Context: an optimization exercise on an open-source flow, tuned for small area. The choices shown serve that exercise and are no tape-out recipe.
At most, simulation tests tie the RTL to the original design; equivalence was not proved.

==> branch lagoon <==
==> flow/design.v <==
module decode (input [4:0] a, output [31:0] y);
    assign y = 32'd1 << a;
endmodule
module aoi222 (input a1, a2, b1, b2, c1, c2, output y);
    assign y = ~((a1 & a2) | (b1 & b2) | (c1 & c2));
endmodule
module aoi22 (input a1, a2, b1, b2, output y);
    assign y = ~((a1 & a2) | (b1 & b2));
endmodule
module rbit (input [31:0] s, input [31:0] d, output y);
    wire [10:0] t;
    genvar g;
    generate for (g = 0; g < 10; g = g + 1) begin : a
        aoi222 u (s[3*g], d[3*g], s[3*g+1], d[3*g+1], s[3*g+2], d[3*g+2], t[g]);
    end endgenerate
    aoi22 u10 (s[30], d[30], s[31], d[31], t[10]);
    assign y = ~&t;
endmodule
module stbit (input sa, a, sb, b, h, q, output d);
    assign d = (sa & a) | (sb & b) | (h & q);
endmodule
module fa (input a, b, ci, output s, co);
    assign s = a ^ b ^ ci;
    assign co = (a & b) | (ci & (a ^ b));
endmodule
module ha (input a, b, output s, co);
    assign s = a ^ b;
    assign co = a & b;
endmodule
module incseg #(parameter N = 11) (input [N-1:0] a, input [N-1:0] b, input ci, output [N-1:0] s, output co);
    wire [N:0] h;
    wire [N-1:0] s0;
    wire [N:0] p;
    ha u0 (a[0], b[0], s0[0], h[1]);
    genvar g;
    generate for (g = 1; g < N; g = g + 1) begin : r
        fa u (a[g], b[g], h[g], s0[g], h[g+1]);
    end endgenerate
    assign p[0] = 1'b1;
    generate for (g = 0; g < N; g = g + 1) begin : inc
        assign p[g+1] = p[g] & s0[g];
        assign s[g] = s0[g] ^ (ci & p[g]);
    end endgenerate
    assign co = h[N] | (ci & p[N]);
endmodule
module add32 (input [31:0] a, input [31:0] b, input ci, output [31:0] s, output co);
    wire [11:0] c;
    wire c22;
    assign c[0] = ci;
    genvar g;
    generate for (g = 0; g < 11; g = g + 1) begin : lo
        fa u (a[g], b[g], c[g], s[g], c[g+1]);
    end endgenerate
    incseg #(11) m1 (a[21:11], b[21:11], c[11], s[21:11], c22);
    incseg #(10) m2 (a[31:22], b[31:22], c22, s[31:22], co);
endmodule
module shr32 (input [31:0] a, input [4:0] n, output [31:0] y);
    assign y = a >> n;
endmodule
module CPU (input clk, input rst, input [31:0] instr, output reg [4:0] pc, output reg [31:0] out);
    reg [1023:0] m;
    wire [5:0]  op   = instr[31:26];
    wire [5:0]  func = instr[5:0];
    wire [4:0]  rs   = instr[25:21];
    wire [4:0]  rt   = instr[20:16];
    wire [15:0] imm  = instr[15:0];
    wire        is_r = (op == 6'd0);
    wire [4:0]  rd   = is_r ? instr[15:11] : rt;
    wire r_add = (func == 6'd1) | (func == 6'd3);
    wire r_sub = (func == 6'd2) | (func == 6'd4);
    wire r_and = (func == 6'd5);
    wire r_or  = (func == 6'd6);
    wire r_slt = (func == 6'd9);
    wire r_ok  = r_add | r_sub | r_and | r_or | r_slt;
    wire i_add = (op == 6'd2) | (op == 6'd3);
    wire i_and = (op == 6'd4);
    wire i_or  = (op == 6'd5);
    wire i_sll = (op == 6'd6);
    wire i_srl = (op == 6'd7);
    wire i_sw  = (op == 6'd8);
    wire i_lw  = (op == 6'd9);
    wire i_br  = (op[5:4] == 2'b00) & (op[3:1] == 3'b101 || op[3:2] == 2'b11);  
    wire i_slt = (op == 6'd16);
    wire i_j   = (op == 6'd1);
    wire [4:0] pb = (is_r & ~r_ok) ? instr[15:11] : rt;
    wire [31:0] sel_a, sel_b, sel_rd, sel_c;
    decode da (rs, sel_a);
    decode db (pb, sel_b);
    decode dd (rd, sel_rd);
    wire [31:0] op1, rb, mval;
    genvar b, k, i;
    generate
        for (b = 0; b < 32; b = b + 1) begin : rp
            wire [31:0] d;
            for (k = 0; k < 32; k = k + 1) begin : c
                assign d[k] = m[32*k + b];
            end
            rbit ua (sel_a, d, op1[b]);
            rbit ub (sel_b, d, rb[b]);
            rbit uc (sel_c, d, mval[b]);
        end
    endgenerate
    wire use_imm = i_add | i_and | i_or | i_sw | i_lw | i_slt;
    wire [31:0] x = use_imm ? {16'd0, imm} : rb;
    wire sub = (is_r & (r_sub | r_slt)) | i_slt | i_br;
    wire [31:0] sum;
    wire co;
    add32 ad (op1, x ^ {32{sub}}, sub, sum, co);
    wire lt = ~co;                   
    wire eq = (sum == 32'd0);        
    wire m_in = (sum[31:5] == 27'd0);
    decode dc (sum[4:0], sel_c);
    wire [31:0] op1_r, sh, sh_r;
    generate for (k = 0; k < 32; k = k + 1) begin : rv
        assign op1_r[k] = op1[31-k];
        assign sh_r[k] = sh[31-k];
    end endgenerate
    shr32 sr (i_sll ? op1_r : op1, imm[4:0], sh);
    wire sh_ok = (imm[15:5] == 11'd0);
    wire s_sum = (is_r & (r_add | r_sub)) | i_add;
    wire s_and = (is_r & r_and) | i_and;
    wire s_or  = (is_r & r_or) | i_or;
    wire s_slt = (is_r & r_slt) | i_slt;
    wire s_mem = (i_sw | i_lw) & m_in;
    wire s_cur = ~(s_sum | s_and | s_or | s_slt | i_sw | i_lw | i_sll | i_srl);
    wire [31:0] ans = ({32{s_sum}} & sum)
                    | ({32{s_and}} & (op1 & x))
                    | ({32{s_or}}  & (op1 | x))
                    | ({32{s_cur}} & x)
                    | {31'd0, s_slt & lt}
                    | ({32{i_sll & sh_ok}} & sh_r)
                    | ({32{i_srl & sh_ok}} & sh)
                    | ({32{s_mem}} & mval);
    wire [4:0] pc1 = pc + 5'd1;
    reg take;
    always @(*) begin
        case (op[2:0])
            3'd2: take = lt;           
            3'd3: take = ~eq;          
            3'd4: take = eq;           
            3'd5: take = ~lt & ~eq;    
            3'd6: take = ~lt;          
            default: take = lt | eq;   
        endcase
    end
    wire op1_lo = (op1[31:2] == 30'd0);
    wire j1 = op1_lo & (op1[1:0] == 2'd1);
    wire j2 = op1_lo & (op1[1:0] == 2'd2);
    wire j3 = op1_lo & (op1[1:0] == 2'd3);
    wire stay = (op > 6'd16) | (i_j & ~(j1 | j2 | j3));
    wire to_imm = (i_br & take) | (i_j & (j1 | j2));
    wire [4:0] next_pc = stay ? pc : to_imm ? imm[4:0] : (i_j & j3) ? m[32*22 +: 5] : pc1;
    wire [31:0] s_a = sel_rd | {32{rst}};
    wire [31:0] s_b = sel_c & {32{i_sw & m_in & ~rst}};
    wire s_j = i_j & j2 & ~rst & ~sel_rd[21];
    wire [31:0] a_z = ans & {32{~rst}};
    wire [31:0] a_o = ans | {32{rst}};
    wire [5:0] pcn = {1'b0, pc} + 6'd1;
    function [31:0] init_val(input integer w);
        case (w)
            0: init_val = 32'd78;   1: init_val = 32'd456; 2: init_val = 32'd1;
            3: init_val = 32'd89;   4: init_val = 32'd13;  5: init_val = 32'd56;
            6: init_val = 32'd267;  7: init_val = 32'd102; 8: init_val = 32'd3;
            9: init_val = 32'd51;   11: init_val = 32'd9;  14: init_val = 32'd10;
            default: init_val = 32'd0;
        endcase
    endfunction
    generate
        for (i = 0; i < 32; i = i + 1) begin : w
            wire [31:0] av = (a_z & ~init_val(i)) | (a_o & init_val(i));
            wire hold = ~(s_a[i] | s_b[i] | (i == 21 ? s_j : 1'b0));
            wire [31:0] jv = (i == 21) ? ({32{s_j}} & {26'd0, pcn}) : 32'd0;
            wire [31:0] nx;
            for (k = 0; k < 32; k = k + 1) begin : bt
                stbit u (s_a[i], av[k], s_b[i], rb[k], hold, m[32*i + k], nx[k]);
            end
            always @(posedge clk)
                m[32*i +: 32] <= nx | jv;
        end
    endgenerate
    always @(posedge clk) begin
        pc <= rst ? 5'd0 : next_pc;
        out <= a_z;
    end
endmodule
==> flow/run.sh <==
#!/bin/bash
# synth_recipe.tcl (not shown) runs the flow's synth.tcl, then flattens the netlist and writes it again
# the make line also repeats each setting of config.mk as NAME=value (left out here)
make -C /OpenROAD-flow-scripts/flow DESIGN_CONFIG=/design/flow/config.mk WORK_HOME=/design/flow/orfs CLKGATE_MAP_FILE= SYNTH_SCRIPT=/design/flow/synth_recipe.tcl finish
==> flow/config.mk <==
export PLATFORM = sky130hd
export DESIGN_NAME = CPU
export DESIGN_NICKNAME = CPU
export VERILOG_FILES = /design/flow/design.v
export SDC_FILE = /design/flow/constraint.sdc
export NUM_CORES = 8
export LEC_CHECK = 0
export CAP_MARGIN = 0
export CELL_PAD_IN_SITES_DETAIL_PLACEMENT = 1
export CELL_PAD_IN_SITES_GLOBAL_PLACEMENT = 2
export CORE_MARGIN = 2
export CORE_UTILIZATION = 30
export PLACE_DENSITY = 0.35
export SLEW_MARGIN = 0
export SYNTH_HIERARCHICAL = 1
export SYNTH_MINIMUM_KEEP_SIZE = 0
==> flow/constraint.sdc <==
create_clock -name core_clock -period 20.0 [get_ports {clk}]
set_input_delay 4.0000 -clock core_clock [delete_from_list [all_inputs] [get_ports {clk}]]
set_output_delay 4.0000 -clock core_clock [all_outputs]
set_load 0.01 [all_outputs]
==> inputs of branch tundra, as changes to branch lagoon <==
==> flow/design.v, changed modules only <==
module nand4m (input a, b, c, d, output y);
    assign y = ~(a & b & c & d);
endmodule
module nand3m (input a, b, c, output y);
    assign y = ~(a & b & c);
endmodule
module fin2 (input t8, t9, a1, a2, b1, b2, output y);
    assign y = ~(t8 & t9) | (a1 & a2) | (b1 & b2);
endmodule
module or3m (input a, b, c, output y);
    assign y = a | b | c;
endmodule
module rbit (input [31:0] s, input [31:0] d, output y);
    wire [9:0] t;
    wire [2:0] n;
    genvar g;
    generate for (g = 0; g < 10; g = g + 1) begin : a
        aoi222 u (s[3*g], d[3*g], s[3*g+1], d[3*g+1], s[3*g+2], d[3*g+2], t[g]);
    end endgenerate
    nand4m n0 (t[0], t[1], t[2], t[3], n[0]);
    nand4m n1 (t[4], t[5], t[6], t[7], n[1]);
    fin2 n2 (t[8], t[9], s[30], d[30], s[31], d[31], n[2]);
    or3m o (n[0], n[1], n[2], y);
endmodule
==> flow/flow/run.sh (new file) <==
#!/bin/bash
# The standard ORFS layout (standard.sh), with two changes passed to ORFS as variables:
#  - clock tree synthesis without dummy loads, with clkbuf_4 buffers and clusters of at most 8 sinks
#  - input/output port buffers of type buf_2
# Every tool's output goes to make_finish.log here; ORFS's own per-step logs are under orfs/logs.
set -euo pipefail
export CTS_ARGS="-sink_clustering_enable -repair_clock_nets -dont_use_dummy_load -buf_list sky130_fd_sc_hd__clkbuf_4 -sink_clustering_size 8 -sink_clustering_max_diameter 50"
export BUFFER_PORTS_ARGS="-buffer_cell sky130_fd_sc_hd__buf_2"
bash standard.sh finish > make_finish.log 2>&1
==> flow/standard.sh (new file) <==
#!/bin/bash
# synth_recipe.tcl (not shown) runs the flow's synth.tcl, then flattens the netlist and writes it again
# the make line also repeats each setting of config.mk as NAME=value (left out here)
make -C /OpenROAD-flow-scripts/flow DESIGN_CONFIG=/design/flow/config.mk WORK_HOME=/design/flow/orfs CLKGATE_MAP_FILE= SYNTH_SCRIPT=/design/flow/synth_recipe.tcl "${@:-finish}"
CAP_MARGIN = 10   (was 0)
PLACE_DENSITY = not set   (was 0.35)
SLEW_MARGIN = 10   (was 0)
removed: flow/run.sh
==> inputs of branch maple, as changes to branch lagoon <==
==> flow/design.v, changed modules only <==
module nand4m (input a, b, c, d, output y);
    assign y = ~(a & b & c & d);
endmodule
module nand3m (input a, b, c, output y);
    assign y = ~(a & b & c);
endmodule
module fin2 (input t8, t9, a1, a2, b1, b2, output y);
    assign y = ~(t8 & t9) | (a1 & a2) | (b1 & b2);
endmodule
module or3m (input a, b, c, output y);
    assign y = a | b | c;
endmodule
module rbit (input [31:0] s, input [31:0] d, output y);
    wire [9:0] t;
    wire [2:0] n;
    genvar g;
    generate for (g = 0; g < 10; g = g + 1) begin : a
        aoi222 u (s[3*g], d[3*g], s[3*g+1], d[3*g+1], s[3*g+2], d[3*g+2], t[g]);
    end endgenerate
    nand4m n0 (t[0], t[1], t[2], t[3], n[0]);
    nand4m n1 (t[4], t[5], t[6], t[7], n[1]);
    fin2 n2 (t[8], t[9], s[30], d[30], s[31], d[31], n[2]);
    or3m o (n[0], n[1], n[2], y);
endmodule
module stbit (input sa, a, sb, b, h, q, output d);
    assign d = ~((sa & a) | (sb & b) | (h & q));
endmodule
module CPU (input clk, input rst, input [31:0] instr, output reg [4:0] pc, output reg [31:0] out);
    reg [1023:0] m;
    reg ph;
    wire nph = ~ph & ~rst;   
    wire [5:0]  op   = instr[31:26];
    wire [5:0]  func = instr[5:0];
    wire [4:0]  rs   = instr[25:21];
    wire [4:0]  rt   = instr[20:16];
    wire [15:0] imm  = instr[15:0];
    wire        is_r = (op == 6'd0);
    wire [4:0]  rd   = is_r ? instr[15:11] : rt;
    wire r_add = (func == 6'd1) | (func == 6'd3);
    wire r_sub = (func == 6'd2) | (func == 6'd4);
    wire r_and = (func == 6'd5);
    wire r_or  = (func == 6'd6);
    wire r_slt = (func == 6'd9);
    wire r_ok  = r_add | r_sub | r_and | r_or | r_slt;
    wire i_add = (op == 6'd2) | (op == 6'd3);
    wire i_and = (op == 6'd4);
    wire i_or  = (op == 6'd5);
    wire i_sll = (op == 6'd6);
    wire i_srl = (op == 6'd7);
    wire i_sw  = (op == 6'd8);
    wire i_lw  = (op == 6'd9);
    wire i_br  = (op[5:4] == 2'b00) & (op[3:1] == 3'b101 || op[3:2] == 2'b11);  
    wire i_slt = (op == 6'd16);
    wire i_j   = (op == 6'd1);
    wire [4:0] pb = (is_r & ~r_ok) ? instr[15:11] : rt;
    wire [31:0] sel_a, sel_b, sel_rd, sel_c;
    decode da (rs, sel_a);
    decode db (pb, sel_b);
    decode dd (rd, sel_rd);
    wire [31:0] op1_s, rb_s, mval_s;   
    wire [31:0] op1 = op1_s ^ {32{ph}};
    wire [31:0] rb = rb_s ^ {32{ph}};
    wire [31:0] mval = mval_s ^ {32{ph}};
    genvar b, k, i;
    generate
        for (b = 0; b < 32; b = b + 1) begin : rp
            wire [31:0] d;
            for (k = 0; k < 32; k = k + 1) begin : c
                assign d[k] = m[32*k + b];
            end
            rbit ua (sel_a, d, op1_s[b]);
            rbit ub (sel_b, d, rb_s[b]);
            rbit uc (sel_c, d, mval_s[b]);
        end
    endgenerate
    wire use_imm = i_add | i_and | i_or | i_sw | i_lw | i_slt;
    wire [31:0] x = use_imm ? {16'd0, imm} : rb;
    wire sub = (is_r & (r_sub | r_slt)) | i_slt | i_br;
    wire [31:0] sum;
    wire co;
    add32 ad (op1, x ^ {32{sub}}, sub, sum, co);
    wire lt = ~co;                   
    wire eq = (sum == 32'd0);        
    wire m_in = (sum[31:5] == 27'd0);
    decode dc (sum[4:0], sel_c);
    wire [31:0] op1_r, sh, sh_r;
    generate for (k = 0; k < 32; k = k + 1) begin : rv
        assign op1_r[k] = op1[31-k];
        assign sh_r[k] = sh[31-k];
    end endgenerate
    shr32 sr (i_sll ? op1_r : op1, imm[4:0], sh);
    wire sh_ok = (imm[15:5] == 11'd0);
    wire s_sum = (is_r & (r_add | r_sub)) | i_add;
    wire s_and = (is_r & r_and) | i_and;
    wire s_or  = (is_r & r_or) | i_or;
    wire s_slt = (is_r & r_slt) | i_slt;
    wire s_mem = (i_sw | i_lw) & m_in;
    wire s_cur = ~(s_sum | s_and | s_or | s_slt | i_sw | i_lw | i_sll | i_srl);
    wire [31:0] ans = ({32{s_sum}} & sum)
                    | ({32{s_and}} & (op1 & x))
                    | ({32{s_or}}  & (op1 | x))
                    | ({32{s_cur}} & x)
                    | {31'd0, s_slt & lt}
                    | ({32{i_sll & sh_ok}} & sh_r)
                    | ({32{i_srl & sh_ok}} & sh)
                    | ({32{s_mem}} & mval);
    wire [4:0] pc1 = pc + 5'd1;
    reg take;
    always @(*) begin
        case (op[2:0])
            3'd2: take = lt;           
            3'd3: take = ~eq;          
            3'd4: take = eq;           
            3'd5: take = ~lt & ~eq;    
            3'd6: take = ~lt;          
            default: take = lt | eq;   
        endcase
    end
    wire op1_lo = (op1[31:2] == 30'd0);
    wire j1 = op1_lo & (op1[1:0] == 2'd1);
    wire j2 = op1_lo & (op1[1:0] == 2'd2);
    wire j3 = op1_lo & (op1[1:0] == 2'd3);
    wire stay = (op > 6'd16) | (i_j & ~(j1 | j2 | j3));
    wire to_imm = (i_br & take) | (i_j & (j1 | j2));
    wire [4:0] next_pc = stay ? pc : to_imm ? imm[4:0] : (i_j & j3) ? (m[32*22 +: 5] ^ {5{ph}}) : pc1;
    wire [31:0] s_a = sel_rd | {32{rst}};
    wire [31:0] s_b = sel_c & {32{i_sw & m_in & ~rst}};
    wire s_j = i_j & j2 & ~rst & ~sel_rd[21];
    wire [31:0] a_z = ans & {32{~rst}};
    wire [31:0] a_o = ans | {32{rst}};
    wire [31:0] bz = ~(a_z ^ {32{nph}});
    wire [31:0] bo = ~(a_o ^ {32{nph}});
    wire [5:0] pcn = {1'b0, pc} + 6'd1;
    function [31:0] init_val(input integer w);
        case (w)
            0: init_val = 32'd78;   1: init_val = 32'd456; 2: init_val = 32'd1;
            3: init_val = 32'd89;   4: init_val = 32'd13;  5: init_val = 32'd56;
            6: init_val = 32'd267;  7: init_val = 32'd102; 8: init_val = 32'd3;
            9: init_val = 32'd51;   11: init_val = 32'd9;  14: init_val = 32'd10;
            default: init_val = 32'd0;
        endcase
    endfunction
    generate
        for (i = 0; i < 32; i = i + 1) begin : w
            wire [31:0] av = (bz & ~init_val(i)) | (bo & init_val(i));
            wire hold = ~(s_a[i] | s_b[i] | (i == 21 ? s_j : 1'b0));
            wire [31:0] jv = {26'd0, pcn} ^ {32{nph}};
            wire [31:0] nx;
            for (k = 0; k < 32; k = k + 1) begin : bt
                stbit u (s_a[i], av[k], s_b[i], rb_s[k], hold, m[32*i + k], nx[k]);
            end
            always @(posedge clk)
                m[32*i +: 32] <= (i == 21 && s_j) ? jv : nx;
        end
    endgenerate
    always @(posedge clk) begin
        pc <= rst ? 5'd0 : next_pc;
        out <= a_z;
        ph <= nph;
    end
endmodule
==> flow/flow/run.sh (new file) <==
#!/bin/bash
# The standard ORFS layout (standard.sh), with two changes passed to ORFS as variables:
#  - clock tree synthesis without dummy loads, with clkbuf_4 buffers and clusters of at most 8 sinks
#  - input/output port buffers of type buf_2
# Every tool's output goes to make_finish.log here; ORFS's own per-step logs are under orfs/logs.
set -euo pipefail
export CTS_ARGS="-sink_clustering_enable -repair_clock_nets -dont_use_dummy_load -buf_list sky130_fd_sc_hd__clkbuf_4 -sink_clustering_size 8 -sink_clustering_max_diameter 50"
export BUFFER_PORTS_ARGS="-buffer_cell sky130_fd_sc_hd__buf_2"
bash standard.sh finish > make_finish.log 2>&1
==> flow/standard.sh (new file) <==
#!/bin/bash
# synth_recipe.tcl (not shown) runs the flow's synth.tcl, then flattens the netlist and writes it again
# the make line also repeats each setting of config.mk as NAME=value (left out here)
make -C /OpenROAD-flow-scripts/flow DESIGN_CONFIG=/design/flow/config.mk WORK_HOME=/design/flow/orfs CLKGATE_MAP_FILE= SYNTH_SCRIPT=/design/flow/synth_recipe.tcl "${@:-finish}"
CAP_MARGIN = 20   (was 0)
PLACE_DENSITY = not set   (was 0.35)
SLEW_MARGIN = 15   (was 0)
removed: flow/run.sh
==> results.txt <==
- Outcome: no timing/DRC/antenna violations
* Starting utilization of the core area: 0.3016
* Relative slew margins: 0.08630
- Flip-flop and latch count after synthesis: 1062
* Met2 routed WL: 165.7 mm
* Minimum setup slack among reg-to-reg paths: 7.84 ns
* Antenna Cells: 18
* Most frequent cells in the layout: a222oi_1, dfxtp_1, buf_4
- In the final routed layout, each cell accounts on average for 54.20 um.
[end of results for branch maple]
==> results.txt <==
- 94 antenna diodes ended up in the layout.
- Crit-path slowest cell: a41oi_1
- Outcome: no timing/DRC/antenna violations
* Starting utilization of the core area: 0.3024
- In this run, post-CTS hold repair placed 0 buffers.
- Minimum setup slack among reg-to-reg paths: 8.35 ns
- The HPWL after detailed placement is 308.2 mm.
- Wirelength per Cell: 53.86 um
- In this run the tightest slew margin relative to its limit is 0.04664.
- Flip-flop and latch count after synthesis: 1061
- TNS Setup: 0 ns
[end of results for branch lagoon]
==> results.txt <==
- Outcome: failed layout checks
* Layout Check Fail Reasons: capacitance limit, slew limit
- Flip-flop and latch count after synthesis: 1061
- Final max-slew violation count: 1
- Relative slew margins: -0.003741
* Minimum setup slack among reg-to-reg paths: 8.63 ns
- For this configuration, the core starts out at a cell density of 0.3011.
- Max-capacitance violation count: 1
- After synthesis, the share of flip-flops with an asynchronous set or reset is 0.
- Detailed routing placed a total of 167.7 mm of wire on met2.
- Antenna Cells: 27
* Most frequent cells in the layout: a222oi_1, dfxtp_1, inv_1
- Prior to clock tree synthesis, the placed netlist has a worst setup slack of 2.452 ns.
- Dividing the detail-routed wire length by the instance count gives 48.40 um.
[end of results for branch tundra]
No functional check of the RTL was part of branch lagoon.

static timing again, ports no longer ideal:
In the flow no input, the clock included, has a driving cell. The finished layouts below were timed again as built, in two steps.
Step 1 assumes that a clkbuf_16 drives the clock port and a buf_2 every other input.
Step 2 adds t to the input delays and takes it off the output delays; t is the mean of the earliest and latest rising clock arrival at the registers after step 1. Input paths then give back, and output paths get back, about the clock's delay inside the block.
a / b / c = ideal ports / drivers / drivers and shift; a / b = the first two.
run	shift t [ns]	setup WS [ns]	hold slack, ns	slew at the worst register clock pin (ns)
branch lagoon	0.935	1.376 / 1.442 / 0.506	0.540 / 0.540 / 0.540	0.06 / 0.06
branch tundra	1.373	3.378 / 3.435 / 2.061	0.473 / 0.473 / 0.473	0.11 / 0.11
branch maple	1.381	1.908 / 1.964 / 0.583	0.519 / 0.519 / 0.519	0.11 / 0.11
The setup slack of branch maple, which loses most, moves by +0.056 ns with the drivers and by -1.325 ns with both steps.
